What follows belongs to an exercise in optimizing a design on an open flow for small area and a short achievable clock period; a production flow would make more cautious choices. Function was not checked in any run shown here: the RTL went through the layout flow alone.

<file path="flow/flow/run.sh">
#!/bin/bash
# The standard layout (standard.sh: ORFS synthesis to final layout) with a
# few extra ORFS settings; the clock, constraints and synthesis script are
# unchanged. Settings come from flow/params.sh:
#   MARGIN      setup slack that repair_timing aims for (ns)
#   PORTBUF     cell used to buffer every input and output port
#   EXTRA       further ORFS make variables
set -u
. flow/params.sh
bash standard.sh SETUP_SLACK_MARGIN=$MARGIN "BUFFER_PORTS_ARGS=-buffer_cell $PORTBUF" $EXTRA finish > standard.log 2>&1
</file>
<file path="flow/flow/params.sh">
MARGIN=6.4
PORTBUF=sky130_fd_sc_hd__buf_1
EXTRA="ABC_LOAD_IN_FF=2"
</file>
<file path="flow/standard.sh">
#!/bin/bash
# synth_recipe.tcl (not shown) runs the flow's synth.tcl, then flattens the netlist and writes it again
# the make line also repeats each setting of config.mk as NAME=value (left out here)
make -C /OpenROAD-flow-scripts/flow DESIGN_CONFIG=/design/flow/config.mk WORK_HOME=/design/flow/orfs CLKGATE_MAP_FILE= SYNTH_SCRIPT=/design/flow/synth_recipe.tcl "${@:-finish}"
</file>
<file path="flow/config.mk">
export PLATFORM = sky130hd
export DESIGN_NAME = mac
export DESIGN_NICKNAME = mac
export VERILOG_FILES = /design/flow/design.v
export SDC_FILE = /design/flow/constraint.sdc
export NUM_CORES = 4
export LEC_CHECK = 0
export ABC_AREA = 1
export CAP_MARGIN = 20
export CORE_MARGIN = 2
export CORE_UTILIZATION = 60
export CTS_BUF_LIST = sky130_fd_sc_hd__clkbuf_4 sky130_fd_sc_hd__clkbuf_8
export SETUP_SLACK_MARGIN = 5
export SLEW_MARGIN = 20
export SYNTH_HIERARCHICAL = 1
</file>
<file path="flow/constraint.sdc">
create_clock -name core_clock -period 12.0 [get_ports {clk}]
set_input_delay 2.4000 -clock core_clock [delete_from_list [all_inputs] [get_ports {clk}]]
set_output_delay 2.4000 -clock core_clock [all_outputs]
set_load 0.01 [all_outputs]
</file>
<file path="flow/design.v">
module fullreg #(  parameter N = 16 )(
    input [N-1:0] d,
    output reg [N-1:0] q,
    input clk,
    input en,
    input clr,  
    input rst   
    );
always @(posedge clk,posedge rst) begin
    if(rst)
        q=0;
    else    
    if(en==1)begin
        if(clr)
            q=0;
        else
            q=d;
    end
end
endmodule
`timescale 1ns / 1ps
module adder
   #(parameter integer N=16)
   (
    input  [N-1:0] x1,
    input  [N-1:0] x2,
    output  [N-1:0] y
    );
    assign y=$unsigned(x1)+$unsigned(x2);
endmodule
module fa_cell(input a, input b, input c, output s, output co);
  assign s = a ^ b ^ c;
  assign co = (a & b) | (a & c) | (b & c);
endmodule
module ha_cell(input a, input b, output s, output co);
  assign s = a ^ b;
  assign co = a & b;
endmodule
`timescale 1ns / 1ps
module mult
   #(parameter integer N=9)
   (
    input  [N-1:0] x1,
    input  [N-1:0] x2,
    output  [2*N-1:0] y
    );
    assign y=$signed(x1)*$signed(x2);
endmodule
module mac(
    input [15:0] x1,
    input [15:0] x2,
    input clk,
    input rst,
    input en,
    output [39:0] y
    );
reg [39:0] S;
reg [31:0] C;
wire s1;
wire c2;
wire s3;
wire c4;
wire s5;
wire c6;
wire s7;
wire c8;
wire s9;
wire c10;
wire s11;
wire c12;
wire s13;
wire c14;
wire s15;
wire c16;
wire s17;
wire c18;
wire s19;
wire c20;
wire s21;
wire c22;
wire s23;
wire c24;
wire s25;
wire c26;
wire s27;
wire c28;
wire s29;
wire c30;
wire s31;
wire c32;
wire s33;
wire c34;
wire s35;
wire c36;
wire s37;
wire c38;
wire s39;
wire c40;
wire s41;
wire c42;
wire s43;
wire c44;
wire s45;
wire c46;
wire s47;
wire c48;
wire s49;
wire c50;
wire s51;
wire c52;
wire s53;
wire c54;
wire s55;
wire c56;
wire s57;
wire c58;
wire s59;
wire c60;
wire s61;
wire c62;
wire s63;
wire c64;
wire s65;
wire c66;
wire s67;
wire c68;
wire s69;
wire c70;
wire s71;
wire c72;
wire s73;
wire c74;
wire s75;
wire c76;
wire s77;
wire c78;
wire s79;
wire c80;
wire s81;
wire c82;
wire s83;
wire c84;
wire s85;
wire c86;
wire s87;
wire c88;
wire s89;
wire c90;
wire s91;
wire c92;
wire s93;
wire c94;
wire s95;
wire c96;
wire s97;
wire c98;
wire s99;
wire c100;
wire s101;
wire c102;
wire s103;
wire c104;
wire s105;
wire c106;
wire s107;
wire c108;
wire s109;
wire c110;
wire s111;
wire c112;
wire s113;
wire c114;
wire s115;
wire c116;
wire s117;
wire c118;
wire s119;
wire c120;
wire s121;
wire c122;
wire s123;
wire c124;
wire s125;
wire c126;
wire s127;
wire c128;
wire s129;
wire c130;
wire s131;
wire c132;
wire s133;
wire c134;
wire s135;
wire c136;
wire s137;
wire c138;
wire s139;
wire c140;
wire s141;
wire c142;
wire s143;
wire c144;
wire s145;
wire c146;
wire s147;
wire c148;
wire s149;
wire c150;
wire s151;
wire c152;
wire s153;
wire c154;
wire s155;
wire c156;
wire s157;
wire c158;
wire s159;
wire c160;
wire s161;
wire c162;
wire s163;
wire c164;
wire s165;
wire c166;
wire s167;
wire c168;
wire s169;
wire c170;
wire s171;
wire c172;
wire s173;
wire c174;
wire s175;
wire c176;
wire s177;
wire c178;
wire s179;
wire c180;
wire s181;
wire c182;
wire s183;
wire c184;
wire s185;
wire c186;
wire s187;
wire c188;
wire s189;
wire c190;
wire s191;
wire c192;
wire s193;
wire c194;
wire s195;
wire c196;
wire s197;
wire c198;
wire s199;
wire c200;
wire s201;
wire c202;
wire s203;
wire c204;
wire s205;
wire c206;
wire s207;
wire c208;
wire s209;
wire c210;
wire s211;
wire c212;
wire s213;
wire c214;
wire s215;
wire c216;
wire s217;
wire c218;
wire s219;
wire c220;
wire s221;
wire c222;
wire s223;
wire c224;
wire s225;
wire c226;
wire s227;
wire c228;
wire s229;
wire c230;
wire s231;
wire c232;
wire s233;
wire c234;
wire s235;
wire c236;
wire s237;
wire c238;
wire s239;
wire c240;
wire s241;
wire c242;
wire s243;
wire c244;
wire s245;
wire c246;
wire s247;
wire c248;
wire s249;
wire c250;
wire s251;
wire c252;
wire s253;
wire c254;
wire s255;
wire c256;
wire s257;
wire c258;
wire s259;
wire c260;
wire s261;
wire c262;
wire s263;
wire c264;
wire s265;
wire c266;
wire s267;
wire c268;
wire s269;
wire c270;
wire s271;
wire c272;
wire s273;
wire c274;
wire s275;
wire c276;
wire s277;
wire c278;
wire s279;
wire c280;
wire s281;
wire c282;
wire s283;
wire c284;
wire s285;
wire c286;
wire s287;
wire c288;
wire s289;
wire c290;
wire s291;
wire c292;
wire s293;
wire c294;
wire s295;
wire c296;
wire one0 = en & (x2[0] ^ 1'b0);
wire two0 = en & ((x2[1] & ~x2[0] & ~1'b0) | (~x2[1] & x2[0] & 1'b0));
wire neg0 = en & x2[1] & ~(x2[0] & 1'b0);
wire pp0_0 = (one0 & (x1[0] ^ neg0)) | (two0 & (1'b0 ^ neg0));
wire pp0_1 = (one0 & (x1[1] ^ neg0)) | (two0 & (x1[0] ^ neg0));
wire pp0_2 = (one0 & (x1[2] ^ neg0)) | (two0 & (x1[1] ^ neg0));
wire pp0_3 = (one0 & (x1[3] ^ neg0)) | (two0 & (x1[2] ^ neg0));
wire pp0_4 = (one0 & (x1[4] ^ neg0)) | (two0 & (x1[3] ^ neg0));
wire pp0_5 = (one0 & (x1[5] ^ neg0)) | (two0 & (x1[4] ^ neg0));
wire pp0_6 = (one0 & (x1[6] ^ neg0)) | (two0 & (x1[5] ^ neg0));
wire pp0_7 = (one0 & (x1[7] ^ neg0)) | (two0 & (x1[6] ^ neg0));
wire pp0_8 = (one0 & (x1[8] ^ neg0)) | (two0 & (x1[7] ^ neg0));
wire pp0_9 = (one0 & (x1[9] ^ neg0)) | (two0 & (x1[8] ^ neg0));
wire pp0_10 = (one0 & (x1[10] ^ neg0)) | (two0 & (x1[9] ^ neg0));
wire pp0_11 = (one0 & (x1[11] ^ neg0)) | (two0 & (x1[10] ^ neg0));
wire pp0_12 = (one0 & (x1[12] ^ neg0)) | (two0 & (x1[11] ^ neg0));
wire pp0_13 = (one0 & (x1[13] ^ neg0)) | (two0 & (x1[12] ^ neg0));
wire pp0_14 = (one0 & (x1[14] ^ neg0)) | (two0 & (x1[13] ^ neg0));
wire pp0_15 = (one0 & (x1[15] ^ neg0)) | (two0 & (x1[14] ^ neg0));
wire pp0_16 = ~((one0 & (x1[15] ^ neg0)) | (two0 & (x1[15] ^ neg0)));
wire one1 = en & (x2[2] ^ x2[1]);
wire two1 = en & ((x2[3] & ~x2[2] & ~x2[1]) | (~x2[3] & x2[2] & x2[1]));
wire neg1 = en & x2[3] & ~(x2[2] & x2[1]);
wire pp1_0 = (one1 & (x1[0] ^ neg1)) | (two1 & (1'b0 ^ neg1));
wire pp1_1 = (one1 & (x1[1] ^ neg1)) | (two1 & (x1[0] ^ neg1));
wire pp1_2 = (one1 & (x1[2] ^ neg1)) | (two1 & (x1[1] ^ neg1));
wire pp1_3 = (one1 & (x1[3] ^ neg1)) | (two1 & (x1[2] ^ neg1));
wire pp1_4 = (one1 & (x1[4] ^ neg1)) | (two1 & (x1[3] ^ neg1));
wire pp1_5 = (one1 & (x1[5] ^ neg1)) | (two1 & (x1[4] ^ neg1));
wire pp1_6 = (one1 & (x1[6] ^ neg1)) | (two1 & (x1[5] ^ neg1));
wire pp1_7 = (one1 & (x1[7] ^ neg1)) | (two1 & (x1[6] ^ neg1));
wire pp1_8 = (one1 & (x1[8] ^ neg1)) | (two1 & (x1[7] ^ neg1));
wire pp1_9 = (one1 & (x1[9] ^ neg1)) | (two1 & (x1[8] ^ neg1));
wire pp1_10 = (one1 & (x1[10] ^ neg1)) | (two1 & (x1[9] ^ neg1));
wire pp1_11 = (one1 & (x1[11] ^ neg1)) | (two1 & (x1[10] ^ neg1));
wire pp1_12 = (one1 & (x1[12] ^ neg1)) | (two1 & (x1[11] ^ neg1));
wire pp1_13 = (one1 & (x1[13] ^ neg1)) | (two1 & (x1[12] ^ neg1));
wire pp1_14 = (one1 & (x1[14] ^ neg1)) | (two1 & (x1[13] ^ neg1));
wire pp1_15 = (one1 & (x1[15] ^ neg1)) | (two1 & (x1[14] ^ neg1));
wire pp1_16 = ~((one1 & (x1[15] ^ neg1)) | (two1 & (x1[15] ^ neg1)));
wire one2 = en & (x2[4] ^ x2[3]);
wire two2 = en & ((x2[5] & ~x2[4] & ~x2[3]) | (~x2[5] & x2[4] & x2[3]));
wire neg2 = en & x2[5] & ~(x2[4] & x2[3]);
wire pp2_0 = (one2 & (x1[0] ^ neg2)) | (two2 & (1'b0 ^ neg2));
wire pp2_1 = (one2 & (x1[1] ^ neg2)) | (two2 & (x1[0] ^ neg2));
wire pp2_2 = (one2 & (x1[2] ^ neg2)) | (two2 & (x1[1] ^ neg2));
wire pp2_3 = (one2 & (x1[3] ^ neg2)) | (two2 & (x1[2] ^ neg2));
wire pp2_4 = (one2 & (x1[4] ^ neg2)) | (two2 & (x1[3] ^ neg2));
wire pp2_5 = (one2 & (x1[5] ^ neg2)) | (two2 & (x1[4] ^ neg2));
wire pp2_6 = (one2 & (x1[6] ^ neg2)) | (two2 & (x1[5] ^ neg2));
wire pp2_7 = (one2 & (x1[7] ^ neg2)) | (two2 & (x1[6] ^ neg2));
wire pp2_8 = (one2 & (x1[8] ^ neg2)) | (two2 & (x1[7] ^ neg2));
wire pp2_9 = (one2 & (x1[9] ^ neg2)) | (two2 & (x1[8] ^ neg2));
wire pp2_10 = (one2 & (x1[10] ^ neg2)) | (two2 & (x1[9] ^ neg2));
wire pp2_11 = (one2 & (x1[11] ^ neg2)) | (two2 & (x1[10] ^ neg2));
wire pp2_12 = (one2 & (x1[12] ^ neg2)) | (two2 & (x1[11] ^ neg2));
wire pp2_13 = (one2 & (x1[13] ^ neg2)) | (two2 & (x1[12] ^ neg2));
wire pp2_14 = (one2 & (x1[14] ^ neg2)) | (two2 & (x1[13] ^ neg2));
wire pp2_15 = (one2 & (x1[15] ^ neg2)) | (two2 & (x1[14] ^ neg2));
wire pp2_16 = ~((one2 & (x1[15] ^ neg2)) | (two2 & (x1[15] ^ neg2)));
wire one3 = en & (x2[6] ^ x2[5]);
wire two3 = en & ((x2[7] & ~x2[6] & ~x2[5]) | (~x2[7] & x2[6] & x2[5]));
wire neg3 = en & x2[7] & ~(x2[6] & x2[5]);
wire pp3_0 = (one3 & (x1[0] ^ neg3)) | (two3 & (1'b0 ^ neg3));
wire pp3_1 = (one3 & (x1[1] ^ neg3)) | (two3 & (x1[0] ^ neg3));
wire pp3_2 = (one3 & (x1[2] ^ neg3)) | (two3 & (x1[1] ^ neg3));
wire pp3_3 = (one3 & (x1[3] ^ neg3)) | (two3 & (x1[2] ^ neg3));
wire pp3_4 = (one3 & (x1[4] ^ neg3)) | (two3 & (x1[3] ^ neg3));
wire pp3_5 = (one3 & (x1[5] ^ neg3)) | (two3 & (x1[4] ^ neg3));
wire pp3_6 = (one3 & (x1[6] ^ neg3)) | (two3 & (x1[5] ^ neg3));
wire pp3_7 = (one3 & (x1[7] ^ neg3)) | (two3 & (x1[6] ^ neg3));
wire pp3_8 = (one3 & (x1[8] ^ neg3)) | (two3 & (x1[7] ^ neg3));
wire pp3_9 = (one3 & (x1[9] ^ neg3)) | (two3 & (x1[8] ^ neg3));
wire pp3_10 = (one3 & (x1[10] ^ neg3)) | (two3 & (x1[9] ^ neg3));
wire pp3_11 = (one3 & (x1[11] ^ neg3)) | (two3 & (x1[10] ^ neg3));
wire pp3_12 = (one3 & (x1[12] ^ neg3)) | (two3 & (x1[11] ^ neg3));
wire pp3_13 = (one3 & (x1[13] ^ neg3)) | (two3 & (x1[12] ^ neg3));
wire pp3_14 = (one3 & (x1[14] ^ neg3)) | (two3 & (x1[13] ^ neg3));
wire pp3_15 = (one3 & (x1[15] ^ neg3)) | (two3 & (x1[14] ^ neg3));
wire pp3_16 = ~((one3 & (x1[15] ^ neg3)) | (two3 & (x1[15] ^ neg3)));
wire one4 = en & (x2[8] ^ x2[7]);
wire two4 = en & ((x2[9] & ~x2[8] & ~x2[7]) | (~x2[9] & x2[8] & x2[7]));
wire neg4 = en & x2[9] & ~(x2[8] & x2[7]);
wire pp4_0 = (one4 & (x1[0] ^ neg4)) | (two4 & (1'b0 ^ neg4));
wire pp4_1 = (one4 & (x1[1] ^ neg4)) | (two4 & (x1[0] ^ neg4));
wire pp4_2 = (one4 & (x1[2] ^ neg4)) | (two4 & (x1[1] ^ neg4));
wire pp4_3 = (one4 & (x1[3] ^ neg4)) | (two4 & (x1[2] ^ neg4));
wire pp4_4 = (one4 & (x1[4] ^ neg4)) | (two4 & (x1[3] ^ neg4));
wire pp4_5 = (one4 & (x1[5] ^ neg4)) | (two4 & (x1[4] ^ neg4));
wire pp4_6 = (one4 & (x1[6] ^ neg4)) | (two4 & (x1[5] ^ neg4));
wire pp4_7 = (one4 & (x1[7] ^ neg4)) | (two4 & (x1[6] ^ neg4));
wire pp4_8 = (one4 & (x1[8] ^ neg4)) | (two4 & (x1[7] ^ neg4));
wire pp4_9 = (one4 & (x1[9] ^ neg4)) | (two4 & (x1[8] ^ neg4));
wire pp4_10 = (one4 & (x1[10] ^ neg4)) | (two4 & (x1[9] ^ neg4));
wire pp4_11 = (one4 & (x1[11] ^ neg4)) | (two4 & (x1[10] ^ neg4));
wire pp4_12 = (one4 & (x1[12] ^ neg4)) | (two4 & (x1[11] ^ neg4));
wire pp4_13 = (one4 & (x1[13] ^ neg4)) | (two4 & (x1[12] ^ neg4));
wire pp4_14 = (one4 & (x1[14] ^ neg4)) | (two4 & (x1[13] ^ neg4));
wire pp4_15 = (one4 & (x1[15] ^ neg4)) | (two4 & (x1[14] ^ neg4));
wire pp4_16 = ~((one4 & (x1[15] ^ neg4)) | (two4 & (x1[15] ^ neg4)));
wire one5 = en & (x2[10] ^ x2[9]);
wire two5 = en & ((x2[11] & ~x2[10] & ~x2[9]) | (~x2[11] & x2[10] & x2[9]));
wire neg5 = en & x2[11] & ~(x2[10] & x2[9]);
wire pp5_0 = (one5 & (x1[0] ^ neg5)) | (two5 & (1'b0 ^ neg5));
wire pp5_1 = (one5 & (x1[1] ^ neg5)) | (two5 & (x1[0] ^ neg5));
wire pp5_2 = (one5 & (x1[2] ^ neg5)) | (two5 & (x1[1] ^ neg5));
wire pp5_3 = (one5 & (x1[3] ^ neg5)) | (two5 & (x1[2] ^ neg5));
wire pp5_4 = (one5 & (x1[4] ^ neg5)) | (two5 & (x1[3] ^ neg5));
wire pp5_5 = (one5 & (x1[5] ^ neg5)) | (two5 & (x1[4] ^ neg5));
wire pp5_6 = (one5 & (x1[6] ^ neg5)) | (two5 & (x1[5] ^ neg5));
wire pp5_7 = (one5 & (x1[7] ^ neg5)) | (two5 & (x1[6] ^ neg5));
wire pp5_8 = (one5 & (x1[8] ^ neg5)) | (two5 & (x1[7] ^ neg5));
wire pp5_9 = (one5 & (x1[9] ^ neg5)) | (two5 & (x1[8] ^ neg5));
wire pp5_10 = (one5 & (x1[10] ^ neg5)) | (two5 & (x1[9] ^ neg5));
wire pp5_11 = (one5 & (x1[11] ^ neg5)) | (two5 & (x1[10] ^ neg5));
wire pp5_12 = (one5 & (x1[12] ^ neg5)) | (two5 & (x1[11] ^ neg5));
wire pp5_13 = (one5 & (x1[13] ^ neg5)) | (two5 & (x1[12] ^ neg5));
wire pp5_14 = (one5 & (x1[14] ^ neg5)) | (two5 & (x1[13] ^ neg5));
wire pp5_15 = (one5 & (x1[15] ^ neg5)) | (two5 & (x1[14] ^ neg5));
wire pp5_16 = ~((one5 & (x1[15] ^ neg5)) | (two5 & (x1[15] ^ neg5)));
wire one6 = en & (x2[12] ^ x2[11]);
wire two6 = en & ((x2[13] & ~x2[12] & ~x2[11]) | (~x2[13] & x2[12] & x2[11]));
wire neg6 = en & x2[13] & ~(x2[12] & x2[11]);
wire pp6_0 = (one6 & (x1[0] ^ neg6)) | (two6 & (1'b0 ^ neg6));
wire pp6_1 = (one6 & (x1[1] ^ neg6)) | (two6 & (x1[0] ^ neg6));
wire pp6_2 = (one6 & (x1[2] ^ neg6)) | (two6 & (x1[1] ^ neg6));
wire pp6_3 = (one6 & (x1[3] ^ neg6)) | (two6 & (x1[2] ^ neg6));
wire pp6_4 = (one6 & (x1[4] ^ neg6)) | (two6 & (x1[3] ^ neg6));
wire pp6_5 = (one6 & (x1[5] ^ neg6)) | (two6 & (x1[4] ^ neg6));
wire pp6_6 = (one6 & (x1[6] ^ neg6)) | (two6 & (x1[5] ^ neg6));
wire pp6_7 = (one6 & (x1[7] ^ neg6)) | (two6 & (x1[6] ^ neg6));
wire pp6_8 = (one6 & (x1[8] ^ neg6)) | (two6 & (x1[7] ^ neg6));
wire pp6_9 = (one6 & (x1[9] ^ neg6)) | (two6 & (x1[8] ^ neg6));
wire pp6_10 = (one6 & (x1[10] ^ neg6)) | (two6 & (x1[9] ^ neg6));
wire pp6_11 = (one6 & (x1[11] ^ neg6)) | (two6 & (x1[10] ^ neg6));
wire pp6_12 = (one6 & (x1[12] ^ neg6)) | (two6 & (x1[11] ^ neg6));
wire pp6_13 = (one6 & (x1[13] ^ neg6)) | (two6 & (x1[12] ^ neg6));
wire pp6_14 = (one6 & (x1[14] ^ neg6)) | (two6 & (x1[13] ^ neg6));
wire pp6_15 = (one6 & (x1[15] ^ neg6)) | (two6 & (x1[14] ^ neg6));
wire pp6_16 = ~((one6 & (x1[15] ^ neg6)) | (two6 & (x1[15] ^ neg6)));
wire one7 = en & (x2[14] ^ x2[13]);
wire two7 = en & ((x2[15] & ~x2[14] & ~x2[13]) | (~x2[15] & x2[14] & x2[13]));
wire neg7 = en & x2[15] & ~(x2[14] & x2[13]);
wire pp7_0 = (one7 & (x1[0] ^ neg7)) | (two7 & (1'b0 ^ neg7));
wire pp7_1 = (one7 & (x1[1] ^ neg7)) | (two7 & (x1[0] ^ neg7));
wire pp7_2 = (one7 & (x1[2] ^ neg7)) | (two7 & (x1[1] ^ neg7));
wire pp7_3 = (one7 & (x1[3] ^ neg7)) | (two7 & (x1[2] ^ neg7));
wire pp7_4 = (one7 & (x1[4] ^ neg7)) | (two7 & (x1[3] ^ neg7));
wire pp7_5 = (one7 & (x1[5] ^ neg7)) | (two7 & (x1[4] ^ neg7));
wire pp7_6 = (one7 & (x1[6] ^ neg7)) | (two7 & (x1[5] ^ neg7));
wire pp7_7 = (one7 & (x1[7] ^ neg7)) | (two7 & (x1[6] ^ neg7));
wire pp7_8 = (one7 & (x1[8] ^ neg7)) | (two7 & (x1[7] ^ neg7));
wire pp7_9 = (one7 & (x1[9] ^ neg7)) | (two7 & (x1[8] ^ neg7));
wire pp7_10 = (one7 & (x1[10] ^ neg7)) | (two7 & (x1[9] ^ neg7));
wire pp7_11 = (one7 & (x1[11] ^ neg7)) | (two7 & (x1[10] ^ neg7));
wire pp7_12 = (one7 & (x1[12] ^ neg7)) | (two7 & (x1[11] ^ neg7));
wire pp7_13 = (one7 & (x1[13] ^ neg7)) | (two7 & (x1[12] ^ neg7));
wire pp7_14 = (one7 & (x1[14] ^ neg7)) | (two7 & (x1[13] ^ neg7));
wire pp7_15 = (one7 & (x1[15] ^ neg7)) | (two7 & (x1[14] ^ neg7));
wire pp7_16 = ~((one7 & (x1[15] ^ neg7)) | (two7 & (x1[15] ^ neg7)));
wire s0n = ~pp0_16;
wire [4:0] yi = y[18:14];
wire [5:0] yinc = {1'b0, yi} + {5'b0, neg7};
ha_cell hs1 (.a(y[8]), .b(neg4), .s(s1), .co(c2));
ha_cell hs3 (.a(y[9]), .b(pp0_9), .s(s3), .co(c4));
fa_cell fs5 (.a(y[10]), .b(neg5), .c(pp0_10), .s(s5), .co(c6));
ha_cell hs7 (.a(pp1_8), .b(pp2_6), .s(s7), .co(c8));
fa_cell fs9 (.a(y[11]), .b(pp0_11), .c(pp1_9), .s(s9), .co(c10));
ha_cell hs11 (.a(pp2_7), .b(pp3_5), .s(s11), .co(c12));
fa_cell fs13 (.a(y[12]), .b(neg6), .c(pp0_12), .s(s13), .co(c14));
fa_cell fs15 (.a(pp1_10), .b(pp2_8), .c(pp3_6), .s(s15), .co(c16));
ha_cell hs17 (.a(pp4_4), .b(pp5_2), .s(s17), .co(c18));
fa_cell fs19 (.a(y[13]), .b(pp0_13), .c(pp1_11), .s(s19), .co(c20));
fa_cell fs21 (.a(pp2_9), .b(pp3_7), .c(pp4_5), .s(s21), .co(c22));
ha_cell hs23 (.a(pp5_3), .b(pp6_1), .s(s23), .co(c24));
fa_cell fs25 (.a(yinc[0]), .b(pp0_14), .c(pp1_12), .s(s25), .co(c26));
fa_cell fs27 (.a(pp2_10), .b(pp3_8), .c(pp4_6), .s(s27), .co(c28));
fa_cell fs29 (.a(pp5_4), .b(pp6_2), .c(pp7_0), .s(s29), .co(c30));
fa_cell fs31 (.a(yinc[1]), .b(pp0_15), .c(pp1_13), .s(s31), .co(c32));
fa_cell fs33 (.a(pp2_11), .b(pp3_9), .c(pp4_7), .s(s33), .co(c34));
fa_cell fs35 (.a(pp5_5), .b(pp6_3), .c(pp7_1), .s(s35), .co(c36));
fa_cell fs37 (.a(yinc[2]), .b(pp1_14), .c(pp2_12), .s(s37), .co(c38));
fa_cell fs39 (.a(pp3_10), .b(pp4_8), .c(pp5_6), .s(s39), .co(c40));
fa_cell fs41 (.a(pp6_4), .b(pp7_2), .c(s0n), .s(s41), .co(c42));
fa_cell fs43 (.a(yinc[3]), .b(pp1_15), .c(pp2_13), .s(s43), .co(c44));
fa_cell fs45 (.a(pp3_11), .b(pp4_9), .c(pp5_7), .s(s45), .co(c46));
fa_cell fs47 (.a(pp6_5), .b(pp7_3), .c(s0n), .s(s47), .co(c48));
fa_cell fs49 (.a(yinc[4]), .b(pp1_16), .c(pp2_14), .s(s49), .co(c50));
fa_cell fs51 (.a(pp3_12), .b(pp4_10), .c(pp5_8), .s(s51), .co(c52));
fa_cell fs53 (.a(pp6_6), .b(pp7_4), .c(pp0_16), .s(s53), .co(c54));
assign s55 = ~(y[19] ^ yinc[5]);
assign c56 = y[19] | yinc[5];
fa_cell fs57 (.a(pp2_15), .b(pp3_13), .c(pp4_11), .s(s57), .co(c58));
fa_cell fs59 (.a(pp5_9), .b(pp6_7), .c(pp7_5), .s(s59), .co(c60));
fa_cell fs61 (.a(y[20]), .b(pp2_16), .c(pp3_14), .s(s61), .co(c62));
fa_cell fs63 (.a(pp4_12), .b(pp5_10), .c(pp6_8), .s(s63), .co(c64));
assign s65 = ~(y[21] ^ pp3_15);
assign c66 = y[21] | pp3_15;
ha_cell hs67 (.a(pp4_13), .b(pp5_11), .s(s67), .co(c68));
fa_cell fs69 (.a(y[22]), .b(pp3_16), .c(pp4_14), .s(s69), .co(c70));
assign s71 = ~y[23];
assign c72 = y[23];
ha_cell hs73 (.a(y[4]), .b(neg2), .s(s73), .co(c74));
ha_cell hs75 (.a(y[5]), .b(pp0_5), .s(s75), .co(c76));
fa_cell fs77 (.a(y[6]), .b(neg3), .c(pp0_6), .s(s77), .co(c78));
ha_cell hs79 (.a(pp1_4), .b(pp2_2), .s(s79), .co(c80));
fa_cell fs81 (.a(y[7]), .b(pp0_7), .c(pp1_5), .s(s81), .co(c82));
ha_cell hs83 (.a(pp2_3), .b(pp3_1), .s(s83), .co(c84));
fa_cell fs85 (.a(s1), .b(pp0_8), .c(pp1_6), .s(s85), .co(c86));
fa_cell fs87 (.a(pp2_4), .b(pp3_2), .c(pp4_0), .s(s87), .co(c88));
fa_cell fs89 (.a(c2), .b(pp1_7), .c(pp2_5), .s(s89), .co(c90));
fa_cell fs91 (.a(pp3_3), .b(pp4_1), .c(s3), .s(s91), .co(c92));
fa_cell fs93 (.a(pp3_4), .b(pp4_2), .c(pp5_0), .s(s93), .co(c94));
fa_cell fs95 (.a(c4), .b(s7), .c(s5), .s(s95), .co(c96));
fa_cell fs97 (.a(pp4_3), .b(pp5_1), .c(c8), .s(s97), .co(c98));
fa_cell fs99 (.a(s11), .b(c6), .c(s9), .s(s99), .co(c100));
fa_cell fs101 (.a(pp6_0), .b(c12), .c(s17), .s(s101), .co(c102));
fa_cell fs103 (.a(c10), .b(s13), .c(s15), .s(s103), .co(c104));
fa_cell fs105 (.a(c18), .b(s23), .c(c14), .s(s105), .co(c106));
fa_cell fs107 (.a(c16), .b(s19), .c(s21), .s(s107), .co(c108));
fa_cell fs109 (.a(c24), .b(c20), .c(c22), .s(s109), .co(c110));
fa_cell fs111 (.a(s25), .b(s27), .c(s29), .s(s111), .co(c112));
fa_cell fs113 (.a(c26), .b(c28), .c(c30), .s(s113), .co(c114));
fa_cell fs115 (.a(s31), .b(s33), .c(s35), .s(s115), .co(c116));
fa_cell fs117 (.a(c32), .b(c34), .c(c36), .s(s117), .co(c118));
fa_cell fs119 (.a(s37), .b(s39), .c(s41), .s(s119), .co(c120));
fa_cell fs121 (.a(c38), .b(c40), .c(c42), .s(s121), .co(c122));
fa_cell fs123 (.a(s43), .b(s45), .c(s47), .s(s123), .co(c124));
fa_cell fs125 (.a(c44), .b(c46), .c(c48), .s(s125), .co(c126));
fa_cell fs127 (.a(s49), .b(s51), .c(s53), .s(s127), .co(c128));
fa_cell fs129 (.a(s55), .b(c50), .c(c52), .s(s129), .co(c130));
fa_cell fs131 (.a(c54), .b(s57), .c(s59), .s(s131), .co(c132));
fa_cell fs133 (.a(pp7_6), .b(c56), .c(c58), .s(s133), .co(c134));
fa_cell fs135 (.a(c60), .b(s61), .c(s63), .s(s135), .co(c136));
fa_cell fs137 (.a(pp6_9), .b(pp7_7), .c(s67), .s(s137), .co(c138));
fa_cell fs139 (.a(c62), .b(c64), .c(s65), .s(s139), .co(c140));
fa_cell fs141 (.a(pp5_12), .b(pp6_10), .c(pp7_8), .s(s141), .co(c142));
fa_cell fs143 (.a(c68), .b(c66), .c(s69), .s(s143), .co(c144));
fa_cell fs145 (.a(s71), .b(pp4_15), .c(pp5_13), .s(s145), .co(c146));
fa_cell fs147 (.a(pp6_11), .b(pp7_9), .c(c70), .s(s147), .co(c148));
fa_cell fs149 (.a(y[24]), .b(c72), .c(pp4_16), .s(s149), .co(c150));
fa_cell fs151 (.a(pp5_14), .b(pp6_12), .c(pp7_10), .s(s151), .co(c152));
assign s153 = ~(y[25] ^ pp5_15);
assign c154 = y[25] | pp5_15;
ha_cell hs155 (.a(pp6_13), .b(pp7_11), .s(s155), .co(c156));
fa_cell fs157 (.a(y[26]), .b(pp5_16), .c(pp6_14), .s(s157), .co(c158));
assign s159 = ~y[27];
assign c160 = y[27];
ha_cell hs161 (.a(y[2]), .b(neg1), .s(s161), .co(c162));
ha_cell hs163 (.a(y[3]), .b(pp0_3), .s(s163), .co(c164));
fa_cell fs165 (.a(s73), .b(pp0_4), .c(pp1_2), .s(s165), .co(c166));
fa_cell fs167 (.a(c74), .b(pp1_3), .c(pp2_1), .s(s167), .co(c168));
fa_cell fs169 (.a(pp3_0), .b(c76), .c(s79), .s(s169), .co(c170));
fa_cell fs171 (.a(c80), .b(s83), .c(c78), .s(s171), .co(c172));
fa_cell fs173 (.a(c84), .b(c82), .c(s85), .s(s173), .co(c174));
fa_cell fs175 (.a(c86), .b(c88), .c(s89), .s(s175), .co(c176));
fa_cell fs177 (.a(c90), .b(s93), .c(c92), .s(s177), .co(c178));
fa_cell fs179 (.a(c94), .b(s97), .c(c96), .s(s179), .co(c180));
fa_cell fs181 (.a(c98), .b(s101), .c(c100), .s(s181), .co(c182));
fa_cell fs183 (.a(c102), .b(c104), .c(s105), .s(s183), .co(c184));
fa_cell fs185 (.a(c106), .b(c108), .c(s109), .s(s185), .co(c186));
fa_cell fs187 (.a(c110), .b(c112), .c(s113), .s(s187), .co(c188));
fa_cell fs189 (.a(c114), .b(c116), .c(s117), .s(s189), .co(c190));
fa_cell fs191 (.a(c118), .b(c120), .c(s121), .s(s191), .co(c192));
fa_cell fs193 (.a(c122), .b(c124), .c(s125), .s(s193), .co(c194));
fa_cell fs195 (.a(c126), .b(c128), .c(s129), .s(s195), .co(c196));
fa_cell fs197 (.a(c130), .b(c132), .c(s133), .s(s197), .co(c198));
fa_cell fs199 (.a(s137), .b(c134), .c(c136), .s(s199), .co(c200));
fa_cell fs201 (.a(s141), .b(c138), .c(c140), .s(s201), .co(c202));
fa_cell fs203 (.a(c142), .b(s145), .c(c144), .s(s203), .co(c204));
fa_cell fs205 (.a(c146), .b(s149), .c(s151), .s(s205), .co(c206));
fa_cell fs207 (.a(s155), .b(c150), .c(c152), .s(s207), .co(c208));
fa_cell fs209 (.a(pp7_12), .b(c156), .c(c154), .s(s209), .co(c210));
fa_cell fs211 (.a(s159), .b(pp6_15), .c(pp7_13), .s(s211), .co(c212));
fa_cell fs213 (.a(y[28]), .b(c160), .c(pp6_16), .s(s213), .co(c214));
assign s215 = ~y[29];
assign c216 = y[29];
ha_cell hs217 (.a(y[0]), .b(neg0), .s(s217), .co(c218));
ha_cell hs219 (.a(y[1]), .b(pp0_1), .s(s219), .co(c220));
fa_cell fs221 (.a(s161), .b(pp0_2), .c(pp1_0), .s(s221), .co(c222));
fa_cell fs223 (.a(c162), .b(pp1_1), .c(s163), .s(s223), .co(c224));
fa_cell fs225 (.a(pp2_0), .b(c164), .c(s165), .s(s225), .co(c226));
fa_cell fs227 (.a(s75), .b(c166), .c(s167), .s(s227), .co(c228));
fa_cell fs229 (.a(c168), .b(s77), .c(s169), .s(s229), .co(c230));
fa_cell fs231 (.a(s81), .b(c170), .c(s171), .s(s231), .co(c232));
fa_cell fs233 (.a(s87), .b(c172), .c(s173), .s(s233), .co(c234));
fa_cell fs235 (.a(s91), .b(c174), .c(s175), .s(s235), .co(c236));
fa_cell fs237 (.a(c176), .b(s95), .c(s177), .s(s237), .co(c238));
fa_cell fs239 (.a(s99), .b(c178), .c(s179), .s(s239), .co(c240));
fa_cell fs241 (.a(s103), .b(c180), .c(s181), .s(s241), .co(c242));
fa_cell fs243 (.a(s107), .b(c182), .c(s183), .s(s243), .co(c244));
fa_cell fs245 (.a(s111), .b(c184), .c(s185), .s(s245), .co(c246));
fa_cell fs247 (.a(s115), .b(c186), .c(s187), .s(s247), .co(c248));
fa_cell fs249 (.a(s119), .b(c188), .c(s189), .s(s249), .co(c250));
fa_cell fs251 (.a(s123), .b(c190), .c(s191), .s(s251), .co(c252));
fa_cell fs253 (.a(s127), .b(c192), .c(s193), .s(s253), .co(c254));
fa_cell fs255 (.a(s131), .b(c194), .c(s195), .s(s255), .co(c256));
fa_cell fs257 (.a(s135), .b(c196), .c(s197), .s(s257), .co(c258));
fa_cell fs259 (.a(s139), .b(c198), .c(s199), .s(s259), .co(c260));
fa_cell fs261 (.a(s143), .b(c200), .c(s201), .s(s261), .co(c262));
fa_cell fs263 (.a(s147), .b(c202), .c(s203), .s(s263), .co(c264));
fa_cell fs265 (.a(c148), .b(s205), .c(c204), .s(s265), .co(c266));
fa_cell fs267 (.a(s153), .b(c206), .c(s207), .s(s267), .co(c268));
fa_cell fs269 (.a(s157), .b(c208), .c(s209), .s(s269), .co(c270));
fa_cell fs271 (.a(c158), .b(s211), .c(c210), .s(s271), .co(c272));
fa_cell fs273 (.a(pp7_14), .b(c212), .c(s213), .s(s273), .co(c274));
fa_cell fs275 (.a(s215), .b(pp7_15), .c(c214), .s(s275), .co(c276));
fa_cell fs277 (.a(y[30]), .b(c216), .c(pp7_16), .s(s277), .co(c278));
assign s279 = ~y[31];
assign c280 = y[31];
assign s281 = ~y[32];
assign c282 = y[32];
assign s283 = ~y[33];
assign c284 = y[33];
assign s285 = ~y[34];
assign c286 = y[34];
assign s287 = ~y[35];
assign c288 = y[35];
assign s289 = ~y[36];
assign c290 = y[36];
assign s291 = ~y[37];
assign c292 = y[37];
assign s293 = ~y[38];
assign c294 = y[38];
assign s295 = ~y[39];
assign c296 = y[39];
wire [7:0] hs = {c294, c292, c290, c288, c286, c284, c282, c280} + {s295, s293, s291, s289, s287, s285, s283, s281};
wire [39:0] Sn = {hs[7], hs[6], hs[5], hs[4], hs[3], hs[2], hs[1], hs[0], c278, c276, c274, c272, c270, c268, c266, c264, c262, c260, c258, c256, c254, c252, c250, c248, c246, c244, c242, c240, c238, c236, c234, c232, c230, c228, c226, c224, c222, c220, c218, pp0_0};
wire [31:0] Cn = {s279, s277, s275, s273, s271, s269, s267, s265, s263, s261, s259, s257, s255, s253, s251, s249, s247, s245, s243, s241, s239, s237, s235, s233, s231, s229, s227, s225, s223, s221, s219, s217};
always @(posedge clk or posedge rst)
  if (rst) begin
    S <= 40'd0;
    C <= 32'd0;
  end else begin
    S <= Sn;
    C <= Cn;
  end
wire [39:0] ya = S[39:0], yb = {8'd0, C};
wire [39:0] p0, g0;
genvar gi;
generate for (gi = 0; gi < 40; gi = gi + 1) begin : pg
  ha_cell h (.a(ya[gi]), .b(yb[gi]), .s(p0[gi]), .co(g0[gi]));
end endgenerate
wire bg0_1 = g0[1] | (p0[1] & g0[0]);
wire bp0_1 = p0[1] & p0[0];
wire bg0_3 = g0[3] | (p0[3] & g0[2]);
wire bp0_3 = p0[3] & p0[2];
wire bg0_5 = g0[5] | (p0[5] & g0[4]);
wire bp0_5 = p0[5] & p0[4];
wire bg0_7 = g0[7] | (p0[7] & g0[6]);
wire bp0_7 = p0[7] & p0[6];
wire bg0_9 = g0[9] | (p0[9] & g0[8]);
wire bp0_9 = p0[9] & p0[8];
wire bg0_11 = g0[11] | (p0[11] & g0[10]);
wire bp0_11 = p0[11] & p0[10];
wire bg0_13 = g0[13] | (p0[13] & g0[12]);
wire bp0_13 = p0[13] & p0[12];
wire bg0_15 = g0[15] | (p0[15] & g0[14]);
wire bp0_15 = p0[15] & p0[14];
wire bg0_17 = g0[17] | (p0[17] & g0[16]);
wire bp0_17 = p0[17] & p0[16];
wire bg0_19 = g0[19] | (p0[19] & g0[18]);
wire bp0_19 = p0[19] & p0[18];
wire bg0_21 = g0[21] | (p0[21] & g0[20]);
wire bp0_21 = p0[21] & p0[20];
wire bg0_23 = g0[23] | (p0[23] & g0[22]);
wire bp0_23 = p0[23] & p0[22];
wire bg0_25 = g0[25] | (p0[25] & g0[24]);
wire bp0_25 = p0[25] & p0[24];
wire bg0_27 = g0[27] | (p0[27] & g0[26]);
wire bp0_27 = p0[27] & p0[26];
wire bg0_29 = g0[29] | (p0[29] & g0[28]);
wire bp0_29 = p0[29] & p0[28];
wire bg0_31 = g0[31] | (p0[31] & g0[30]);
wire bp0_31 = p0[31] & p0[30];
wire bg0_33 = g0[33] | (p0[33] & g0[32]);
wire bp0_33 = p0[33] & p0[32];
wire bg0_35 = g0[35] | (p0[35] & g0[34]);
wire bp0_35 = p0[35] & p0[34];
wire bg0_37 = g0[37] | (p0[37] & g0[36]);
wire bp0_37 = p0[37] & p0[36];
wire bg0_39 = g0[39] | (p0[39] & g0[38]);
wire bp0_39 = p0[39] & p0[38];
wire bg1_3 = bg0_3 | (bp0_3 & bg0_1);
wire bp1_3 = bp0_3 & bp0_1;
wire bg1_7 = bg0_7 | (bp0_7 & bg0_5);
wire bp1_7 = bp0_7 & bp0_5;
wire bg1_11 = bg0_11 | (bp0_11 & bg0_9);
wire bp1_11 = bp0_11 & bp0_9;
wire bg1_15 = bg0_15 | (bp0_15 & bg0_13);
wire bp1_15 = bp0_15 & bp0_13;
wire bg1_19 = bg0_19 | (bp0_19 & bg0_17);
wire bp1_19 = bp0_19 & bp0_17;
wire bg1_23 = bg0_23 | (bp0_23 & bg0_21);
wire bp1_23 = bp0_23 & bp0_21;
wire bg1_27 = bg0_27 | (bp0_27 & bg0_25);
wire bp1_27 = bp0_27 & bp0_25;
wire bg1_31 = bg0_31 | (bp0_31 & bg0_29);
wire bp1_31 = bp0_31 & bp0_29;
wire bg1_35 = bg0_35 | (bp0_35 & bg0_33);
wire bp1_35 = bp0_35 & bp0_33;
wire bg1_39 = bg0_39 | (bp0_39 & bg0_37);
wire bp1_39 = bp0_39 & bp0_37;
wire bg2_7 = bg1_7 | (bp1_7 & bg1_3);
wire bp2_7 = bp1_7 & bp1_3;
wire bg2_15 = bg1_15 | (bp1_15 & bg1_11);
wire bp2_15 = bp1_15 & bp1_11;
wire bg2_23 = bg1_23 | (bp1_23 & bg1_19);
wire bp2_23 = bp1_23 & bp1_19;
wire bg2_31 = bg1_31 | (bp1_31 & bg1_27);
wire bp2_31 = bp1_31 & bp1_27;
wire bg2_39 = bg1_39 | (bp1_39 & bg1_35);
wire bp2_39 = bp1_39 & bp1_35;
wire bg3_15 = bg2_15 | (bp2_15 & bg2_7);
wire bp3_15 = bp2_15 & bp2_7;
wire bg3_31 = bg2_31 | (bp2_31 & bg2_23);
wire bp3_31 = bp2_31 & bp2_23;
wire bg4_31 = bg3_31 | (bp3_31 & bg3_15);
wire bp4_31 = bp3_31 & bp3_15;
wire bg8_23 = bg2_23 | (bp2_23 & bg3_15);
wire bp8_23 = bp2_23 & bp3_15;
wire bg8_39 = bg2_39 | (bp2_39 & bg4_31);
wire bp8_39 = bp2_39 & bp4_31;
wire bg9_11 = bg1_11 | (bp1_11 & bg2_7);
wire bp9_11 = bp1_11 & bp2_7;
wire bg9_19 = bg1_19 | (bp1_19 & bg3_15);
wire bp9_19 = bp1_19 & bp3_15;
wire bg9_27 = bg1_27 | (bp1_27 & bg8_23);
wire bp9_27 = bp1_27 & bp8_23;
wire bg9_35 = bg1_35 | (bp1_35 & bg4_31);
wire bp9_35 = bp1_35 & bp4_31;
wire bg10_5 = bg0_5 | (bp0_5 & bg1_3);
wire bp10_5 = bp0_5 & bp1_3;
wire bg10_9 = bg0_9 | (bp0_9 & bg2_7);
wire bp10_9 = bp0_9 & bp2_7;
wire bg10_13 = bg0_13 | (bp0_13 & bg9_11);
wire bp10_13 = bp0_13 & bp9_11;
wire bg10_17 = bg0_17 | (bp0_17 & bg3_15);
wire bp10_17 = bp0_17 & bp3_15;
wire bg10_21 = bg0_21 | (bp0_21 & bg9_19);
wire bp10_21 = bp0_21 & bp9_19;
wire bg10_25 = bg0_25 | (bp0_25 & bg8_23);
wire bp10_25 = bp0_25 & bp8_23;
wire bg10_29 = bg0_29 | (bp0_29 & bg9_27);
wire bp10_29 = bp0_29 & bp9_27;
wire bg10_33 = bg0_33 | (bp0_33 & bg4_31);
wire bp10_33 = bp0_33 & bp4_31;
wire bg10_37 = bg0_37 | (bp0_37 & bg9_35);
wire bp10_37 = bp0_37 & bp9_35;
wire bg11_2 = g0[2] | (p0[2] & bg0_1);
wire bp11_2 = p0[2] & bp0_1;
wire bg11_4 = g0[4] | (p0[4] & bg1_3);
wire bp11_4 = p0[4] & bp1_3;
wire bg11_6 = g0[6] | (p0[6] & bg10_5);
wire bp11_6 = p0[6] & bp10_5;
wire bg11_8 = g0[8] | (p0[8] & bg2_7);
wire bp11_8 = p0[8] & bp2_7;
wire bg11_10 = g0[10] | (p0[10] & bg10_9);
wire bp11_10 = p0[10] & bp10_9;
wire bg11_12 = g0[12] | (p0[12] & bg9_11);
wire bp11_12 = p0[12] & bp9_11;
wire bg11_14 = g0[14] | (p0[14] & bg10_13);
wire bp11_14 = p0[14] & bp10_13;
wire bg11_16 = g0[16] | (p0[16] & bg3_15);
wire bp11_16 = p0[16] & bp3_15;
wire bg11_18 = g0[18] | (p0[18] & bg10_17);
wire bp11_18 = p0[18] & bp10_17;
wire bg11_20 = g0[20] | (p0[20] & bg9_19);
wire bp11_20 = p0[20] & bp9_19;
wire bg11_22 = g0[22] | (p0[22] & bg10_21);
wire bp11_22 = p0[22] & bp10_21;
wire bg11_24 = g0[24] | (p0[24] & bg8_23);
wire bp11_24 = p0[24] & bp8_23;
wire bg11_26 = g0[26] | (p0[26] & bg10_25);
wire bp11_26 = p0[26] & bp10_25;
wire bg11_28 = g0[28] | (p0[28] & bg9_27);
wire bp11_28 = p0[28] & bp9_27;
wire bg11_30 = g0[30] | (p0[30] & bg10_29);
wire bp11_30 = p0[30] & bp10_29;
wire bg11_32 = g0[32] | (p0[32] & bg4_31);
wire bp11_32 = p0[32] & bp4_31;
wire bg11_34 = g0[34] | (p0[34] & bg10_33);
wire bp11_34 = p0[34] & bp10_33;
wire bg11_36 = g0[36] | (p0[36] & bg9_35);
wire bp11_36 = p0[36] & bp9_35;
wire bg11_38 = g0[38] | (p0[38] & bg10_37);
wire bp11_38 = p0[38] & bp10_37;
wire [39:0] cy = {bg11_38, bg10_37, bg11_36, bg9_35, bg11_34, bg10_33, bg11_32, bg4_31, bg11_30, bg10_29, bg11_28, bg9_27, bg11_26, bg10_25, bg11_24, bg8_23, bg11_22, bg10_21, bg11_20, bg9_19, bg11_18, bg10_17, bg11_16, bg3_15, bg11_14, bg10_13, bg11_12, bg9_11, bg11_10, bg10_9, bg11_8, bg2_7, bg11_6, bg10_5, bg11_4, bg1_3, bg11_2, bg0_1, g0[0], 1'b0};
assign y[39:0] = p0 ^ cy;
endmodule
</file>
==> metrics.log, run 1 <==
[metrics] count of different cell masters after synthesis: 28
[metrics] Clk Latency, worst-skew pair: 0.39 ns
[metrics] width of the die: 127 um
[metrics] outcome: complete, no violations
[metrics] Initial Util: 0.607
[metrics] CTS Buf Count: 9
[metrics] maximum frequency from static timing analysis: 183 MHz
[metrics] most common cell after layout, fill and taps aside: sky130_fd_sc_hd__xnor2_1
[metrics] residual overflow from global routing: 0
[metrics] clock-pin slew on the worst setup and hold paths: 0.07 ns
[metrics] Area Growth Syn to Fin: 7.09%
[metrics] total number of yosys warnings: 7
[metrics] initial DRC count: 478
[metrics] register area share after synthesis: 0.198
[metrics] design area: 9770 um2
[metrics] area of the mapped netlist: 9120 um2
[metrics] maximum number of pins on one net before global-route repair: 73
[metrics] CTS tree: done
[metrics] data required time of the worst path: 12.24 ns
[metrics] count of pins over their slew limit: 0
[metrics] capturing element type of the critical path: register
[metrics] die span in y: 127 um
[metrics] cells after synthesis: 925
[metrics] number of input and output port buffers inserted: 74
[metrics] via count: 6895
[metrics] Residual DRC: 0
[metrics] half-perimeter wire length of the detailed placement result: 17800 um
[metrics] fraction of layout instances using a drive strength above 1: 0.0756
[metrics] Setup-failing EPs final: 0
[metrics] worst setup path class: input port to register
[metrics] worst clock skew: 0.0206 ns
[metrics] commonest non-fill, non-tap cells in the layout: 120 x sky130_fd_sc_hd__xnor2_1, 117 x sky130_fd_sc_hd__fa_1, 109 x sky130_fd_sc_hd__o22ai_1
[metrics] aggregate global-route resource usage: 0.294
[metrics] type of the tightest min-delay check: register to register
[metrics] Total Routed Length: 22400 um
[metrics] final setup TNS: 0 ns
[metrics] number of nets in the layout: 1222
[metrics] per-instance average area after synthesis: 9.86 um2
[metrics] post-route fraction of the period consumed by the critical path: 0.455
[metrics] Max-Cap Viols: 0
[metrics] register bit count reported by yosys: 72
[metrics] number of global-route vias before repair: 7061
[metrics] maximum buffer depth of the clock tree: 2
[metrics] Data arrival, critical path: 5.70 ns
[metrics] count of pins on the block boundary: 75
[metrics] Post-synth top flop: sky130_fd_sc_hd__dfrtp_1
[metrics] Worst setup SP type: input port
[metrics] number of enable flip-flop cells after synthesis: 0
[metrics] antenna violations before repair: 0
[metrics] count of standard-cell rows: 45
[metrics] number of hold violations in the final report: 0
[metrics] Routability Congestion: 0.935
[metrics] die area: 16200 um2
[metrics] maximum fanout count along the critical path: 18
[metrics] max_slew headroom: 0.349
[metrics] htree depth: 3
[metrics] RSZ-0062 raised after global routing: yes
[metrics] number of inserted diodes: 0
[metrics] final routed wire length divided by cell count: 19.2 um
[metrics] wire length of the first global-routing pass: 36700 um
[metrics] core region area: 15000 um2
[metrics] average via count per standard cell: 5.91
[metrics] clk sinks: 72
[metrics] Min Clock Period, post-route: 5.46 ns
[metrics] placed inst area: 9360 um2
[metrics] worst-margin pin slew: 0.977 ns
[metrics] Antenna Nets Post-Route: 0
[metrics] fraction of synthesis flops using an asynchronous set or reset pin: 1.00
[metrics] Clock Root Buffer: sky130_fd_sc_hd__clkbuf_8
[metrics] number of optimization iterations in the first detailed-route pass: 5
-- timing repair --
item                       in CTS  in global routing
hold buffers                    0                  0
hold endpoints to repair        0                  0
buffers inserted                0                 12
resized for setup              11                 19
pin swaps                       0                  4
setup endpoints to repair      35                 28
-- state kept, by name, indices dropped and copies added, names as in the netlist --
name	count
S	40
C	32
-- path summary, 6_finish.rpt --
check	start	to	slack [ns]	cells past startpoint
setup / recovery	en	C[20]	6.54	11
hold / removal	C[0]	C[0]	0.63	2
setup reg to reg	S[1]	C[20]	7.16	20
hold reg to reg	C[0]	C[0]	0.63	2
max in group asynchronous	rst	C[3]	9.08	3
min in group asynchronous	rst	C[13]	2.27	3
-- Yosys cell counts, types with 2 or more instances --
cell | instances | area (um2)
sky130_fd_sc_hd__nand2_1 | 106 | 398
sky130_fd_sc_hd__dfrtp_1 | 72 | 1800
sky130_fd_sc_hd__nor3_1 | 5 | 25.0
sky130_fd_sc_hd__ha_1 | 95 | 1190
sky130_fd_sc_hd__buf_8 | 2 | 30.0
sky130_fd_sc_hd__buf_2 | 10 | 50.1
sky130_fd_sc_hd__nor3_2 | 3 | 30.0
sky130_fd_sc_hd__buf_1 | 8 | 30.0
sky130_fd_sc_hd__nor2_1 | 41 | 154
sky130_fd_sc_hd__or2_2 | 2 | 12.5
sky130_fd_sc_hd__o22ai_1 | 110 | 688
sky130_fd_sc_hd__o21ai_0 | 26 | 130
sky130_fd_sc_hd__buf_4 | 22 | 165
sky130_fd_sc_hd__xor2_1 | 35 | 307
sky130_fd_sc_hd__xnor2_1 | 121 | 1060
sky130_fd_sc_hd__nand3_1 | 19 | 95.1
sky130_fd_sc_hd__clkbuf_1 | 17 | 63.8
sky130_fd_sc_hd__inv_1 | 68 | 255
sky130_fd_sc_hd__buf_6 | 4 | 45.0
sky130_fd_sc_hd__a211oi_1 | 2 | 15.0
sky130_fd_sc_hd__a21oi_1 | 30 | 150
sky130_fd_sc_hd__fa_1 | 118 | 2360
sky130_fd_sc_hd__a31o_2 | 4 | 35.0
-- area by class of cell --
| type | instances | area, um2 |
|---|---|---|
| multi-input cells | 728 | 6790 |
| inverters | 69 | 259 |
| repair buffers | 94 | 445 |
| clock inverters | 4 | 76.3 |
| fillers | 1277 | 5270 |
| well taps | 188 | 235 |
| clock buffers | 12 | 159 |
| flip-flops and latches | 72 | 1800 |
-- cells by family after synthesis --
| group | synth area share |
|---|---|
| and+or+nand+nor | 0.0797 |
| adders and majority gates | 0.389 |
| buffers and inverters | 0.0705 |
| DFF | 0.198 |
| xor gates and xnor gates | 0.150 |
| other | 0.000411 |
| AOI/OAI and AO/OA | 0.113 |
-- through the flow --
stage	cells	setup slack, ns	util	hold slack (ns)
floorplan	932	6.43	-	0.589
global placement	1139	5.50	0.623	0.599
detailed placement	1139	5.36	0.623	0.621
CTS	1155	6.40	0.641	0.635
global route	1167	6.32	0.650	0.685
finish	1167	6.54	0.650	0.633
-- per-module statistics from Yosys (local to each module, per instance) --
module   times used  area (um2)  cells inside  flip-flops and latches
fa_cell         117        20.0             1                       0
ha_cell          56        12.5             1                       0
mac               1        6080           752                      72
-- layer usage --
| layer | global-route usage | up-vias | part of all wire |
|---|---|---|---|
| li1 | - | 3184 | - |
| met1 | 0.437 | 3426 | 0.46 |
| met2 | 0.445 | 261 | 0.45 |
| met3 | 0.0515 | 24 | 0.076 |
| met4 | 0.0873 | 0 | 0.015 |
| met5 | 0 | - | 0 |
-- critical path, cell delays in order --
cell and delay (ns):
sky130_fd_sc_hd__clkbuf_4 0.24, sky130_fd_sc_hd__inv_2 0.18, sky130_fd_sc_hd__nor3_2 0.20, sky130_fd_sc_hd__buf_6 0.27, sky130_fd_sc_hd__xor2_1 0.22, sky130_fd_sc_hd__nand3_1 0.15, sky130_fd_sc_hd__o21ai_0 0.17, sky130_fd_sc_hd__fa_1 0.47
sky130_fd_sc_hd__fa_1 0.43, sky130_fd_sc_hd__fa_1 0.54, sky130_fd_sc_hd__fa_1 0.43
==> inputs of run 2 (changes only) <==
==> flow/flow/params.sh (replaced) <==
MARGIN=6.5
PORTBUF=sky130_fd_sc_hd__buf_1
EXTRA="ABC_LOAD_IN_FF=3"
==> metrics.log, run 2 <==
[metrics] number of enable flip-flop cells after synthesis: 0
[metrics] width of the die: 127 um
[metrics] aggregate global-route resource usage: 0.288
[metrics] Clock Root Buffer: sky130_fd_sc_hd__clkbuf_8
[metrics] half-perimeter wire length of the detailed placement result: 17800 um
[metrics] non-filler instance count after layout: 1161
[metrics] number of global-route vias before repair: 6897
[metrics] number of nets in the layout: 1216
[metrics] number of cells in the design after placement: 1139
[metrics] worst setup path class: input port to register
[metrics] Residual DRC: 0
[metrics] met3 Usage GRT: 0.0440
[metrics] Total Routed Length: 22000 um
[metrics] via count: 6841
[metrics] Area Growth Syn to Fin: 7.37%
[metrics] utilization after layout: 0.653
[metrics] maximum number of pins on one net before global-route repair: 73
[metrics] Worst Setup Slack, final: 6.56 ns
[metrics] residual overflow from global routing: 0
[metrics] Yosys top cell area share: 0.259
[metrics] outcome: complete, no violations
[metrics] Setup-failing EPs final: 0
[metrics] design area: 9810 um2
[metrics] reg-to-reg slack, setup: 7.11 ns
[metrics] Antenna Nets Post-Route: 0
[metrics] depth of the most critical reg-to-reg path: 19
[metrics] Max-Cap Viols: 0
[metrics] data required time of the worst path: 12.26 ns
[metrics] start point of the worst min-delay path: C[0]
[metrics] cells after synthesis: 925
[metrics] Clk Latency, worst-skew pair: 0.39 ns
[metrics] worst-margin pin slew: 0.916 ns
[metrics] most common cell after layout, fill and taps aside: sky130_fd_sc_hd__xnor2_1
[metrics] register area share after synthesis: 0.197
[metrics] Largest register FFs: 40
[metrics] FF-to-FF Start: S[1]
[metrics] Hold Path Sink: C[0]
[metrics] met2 GRT Util: 0.450
[metrics] met1 usage: 0.416
[metrics] worst clock skew: 0.0113 ns
[metrics] Routability Congestion: 0.925
[metrics] number of optimization iterations in the first detailed-route pass: 5
[metrics] maximum frequency from static timing analysis: 184 MHz
[metrics] number of input and output port buffers inserted: 74
[metrics] commonest non-fill, non-tap cells in the layout: 117 x sky130_fd_sc_hd__xnor2_1, 115 x sky130_fd_sc_hd__fa_1, 108 x sky130_fd_sc_hd__o22ai_1
[metrics] type of the tightest min-delay check: register to register
[metrics] filler cell count in the final layout: 1255
[metrics] maximum fanout count along the critical path: 17
[metrics] Worst setup SP type: input port
[metrics] CTS tree: done
[metrics] cell count of the worst hold path: 2
[metrics] antenna violations before repair: 0
[metrics] clock-pin slew on the worst setup and hold paths: 0.08 ns
[metrics] final routed wire length divided by cell count: 19.0 um
[metrics] RSZ-0062 raised after global routing: yes
[metrics] Initial Util: 0.608
[metrics] count of standard-cell rows: 45
[metrics] max_slew headroom: 0.389
[metrics] initial DRC count: 392
[metrics] count of pins over their slew limit: 0
[metrics] list of most frequent post-synthesis cells: 121 x sky130_fd_sc_hd__xnor2_1, 118 x sky130_fd_sc_hd__fa_1, 110 x sky130_fd_sc_hd__o22ai_1
[metrics] area of the mapped netlist: 9140 um2
[metrics] Reg-to-Reg End: C[17]
[metrics] core region area: 15000 um2
[metrics] final hold slack: 0.626 ns
[metrics] register bit count reported by yosys: 72
[metrics] fraction of synthesis flops using an asynchronous set or reset pin: 1.00
[metrics] average via count per standard cell: 5.89
[metrics] largest registers: S (40), C (32)
[metrics] post-route fraction of the period consumed by the critical path: 0.454
[metrics] Data arrival, critical path: 5.71 ns
[metrics] maximum buffer depth of the clock tree: 2
[metrics] htree depth: 3
[metrics] cell types occupying the most area after synthesis: sky130_fd_sc_hd__fa_1 26%, sky130_fd_sc_hd__dfrtp_1 20%, sky130_fd_sc_hd__ha_1 13%
[metrics] per-instance average area after synthesis: 9.88 um2
[metrics] capturing element type of the critical path: register
[metrics] largest reg by FF count: S
[metrics] wire length of the first global-routing pass: 35900 um
[metrics] Top Usage Layer GRT: met2
[metrics] worst setup timing slack at the placement stage: 5.46 ns
[metrics] top-count cell post-synth: sky130_fd_sc_hd__xnor2_1
[metrics] count of pins on the block boundary: 75
[metrics] die area: 16200 um2
[metrics] clk sinks: 72
[metrics] placed inst area: 9380 um2
[metrics] number of inserted diodes: 0
[metrics] die span in y: 127 um
[metrics] total number of yosys warnings: 7
[metrics] count of different cell masters after synthesis: 29
[metrics] total of hold buffers inserted after clock tree synthesis: 0
[metrics] CTS Buf Count: 9
[metrics] final setup TNS: 0 ns
[metrics] number of hold violations in the final report: 0
[metrics] Min Clock Period, post-route: 5.44 ns
[metrics] fraction of layout instances using a drive strength above 1: 0.0843
[metrics] Post-synth top flop: sky130_fd_sc_hd__dfrtp_1
[metrics] post-synthesis cell type with the largest combined area: sky130_fd_sc_hd__fa_1
-- run 2: cell count changes in the layout (fill, tap and decap cells not counted), sizes merged --
cell,before,now
buf,93,87
clkbuf,13,11
clkinv,1,2
inv,69,70
-- run 2: final cells by class --
class / count / area [um2] / share of cell area
tap: 188 / 235 / 0.0240
sequential: 72 / 1800 / 0.184
clock inverter: 6 / 90.1 / 0.00918
multi-input combinational: 728 / 6870 / 0.701
timing repair buffer: 88 / 412 / 0.0420
clock buffer: 10 / 138 / 0.0140
inverter: 69 / 262 / 0.0267
-- run 2: kinds of logic after synthesis --
logic type,synth area share
adder cells (fa/ha/maj),0.389
flip-flops,0.197
AND/OR/NAND/NOR,0.0796
buffers and inverters,0.0723
AO/OA/AOI/OAI,0.112
other,0.000410
XOR/XNOR,0.150
-- run 2: per-module statistics from Yosys, one instance, submodules excluded --
module | cells inside | area (um2)
fa_cell | 1 | 20.0
ha_cell | 1 | 12.5
mac | 752 | 6090
-- run 2: how the worst max path moves through the flow --
stage | cells past startpoint | to | from | slack, ns
global route | 20 | y[39] | S[1] | 6.46
detailed placement | 9 | C[20] | en | 5.46
global placement | 12 | C[19] | en | 5.60
CTS | 9 | C[20] | x2[1] | 6.49
floorplan | 12 | C[17] | en | 6.52
finish | 8 | C[14] | x2[1] | 6.56
-- run 2: what timing repair did --
action | in CTS | in global routing
buffers inserted | 1 | 5
cloned | 0 | 0
pin swaps | 2 | 8
gates resized for setup | 16 | 31
endpoints found under the setup margin | 40 | 30
-- run 2: critical path, stage by stage --
cell and delay [ns]:
sky130_fd_sc_hd__buf_1 0.28, sky130_fd_sc_hd__nand2_4 0.23, sky130_fd_sc_hd__or2_2 0.49, sky130_fd_sc_hd__o22ai_1 0.39, sky130_fd_sc_hd__fa_1 0.52, sky130_fd_sc_hd__fa_1 0.45
sky130_fd_sc_hd__fa_1 0.53, sky130_fd_sc_hd__fa_1 0.41
-- run 2: metal layers --
layer  vias to the layer above  routed length (um)
met1                      3396               10000
met3                        29                1340
li1                       3181                   -
met4                         0                 429
met5                         -                   0
met2                       235               10300

-- static timing again, ports no longer ideal --
The results above use ideal ports. As a check the final layouts listed here were re-extracted and re-timed, cells and wires unchanged.
Step 1 assumes that a clkbuf_16 drives the clock port and a buf_2 every other input.
Step 2 times the ports against the registers' clock, not the clock port: input delays grow and output delays shrink by t, the midpoint of the rising clock arrivals with the driver on.
a / b / c = no drivers / after step 1 / after step 2; a / b = the first two.
| run | t, ns | slack for setup (ns) | worst hold slack (ns) | worst setup path after step 2 | worst data-port slew with drivers (ns) |
|---|---|---|---|---|---|
| run 1 | 0.417 | 6.543 / 6.555 / 6.138 | 0.633 / 0.633 / 0.633 | input to register | 0.04 |
| run 2 | 0.421 | 6.556 / 6.560 / 6.139 | 0.626 / 0.626 / 0.626 | input to register | 0.04 |
After both steps setup and hold are still met in every run listed. The setup slack of run 2, which loses most, moves by +0.004 ns with the drivers and by -0.417 ns with both steps.
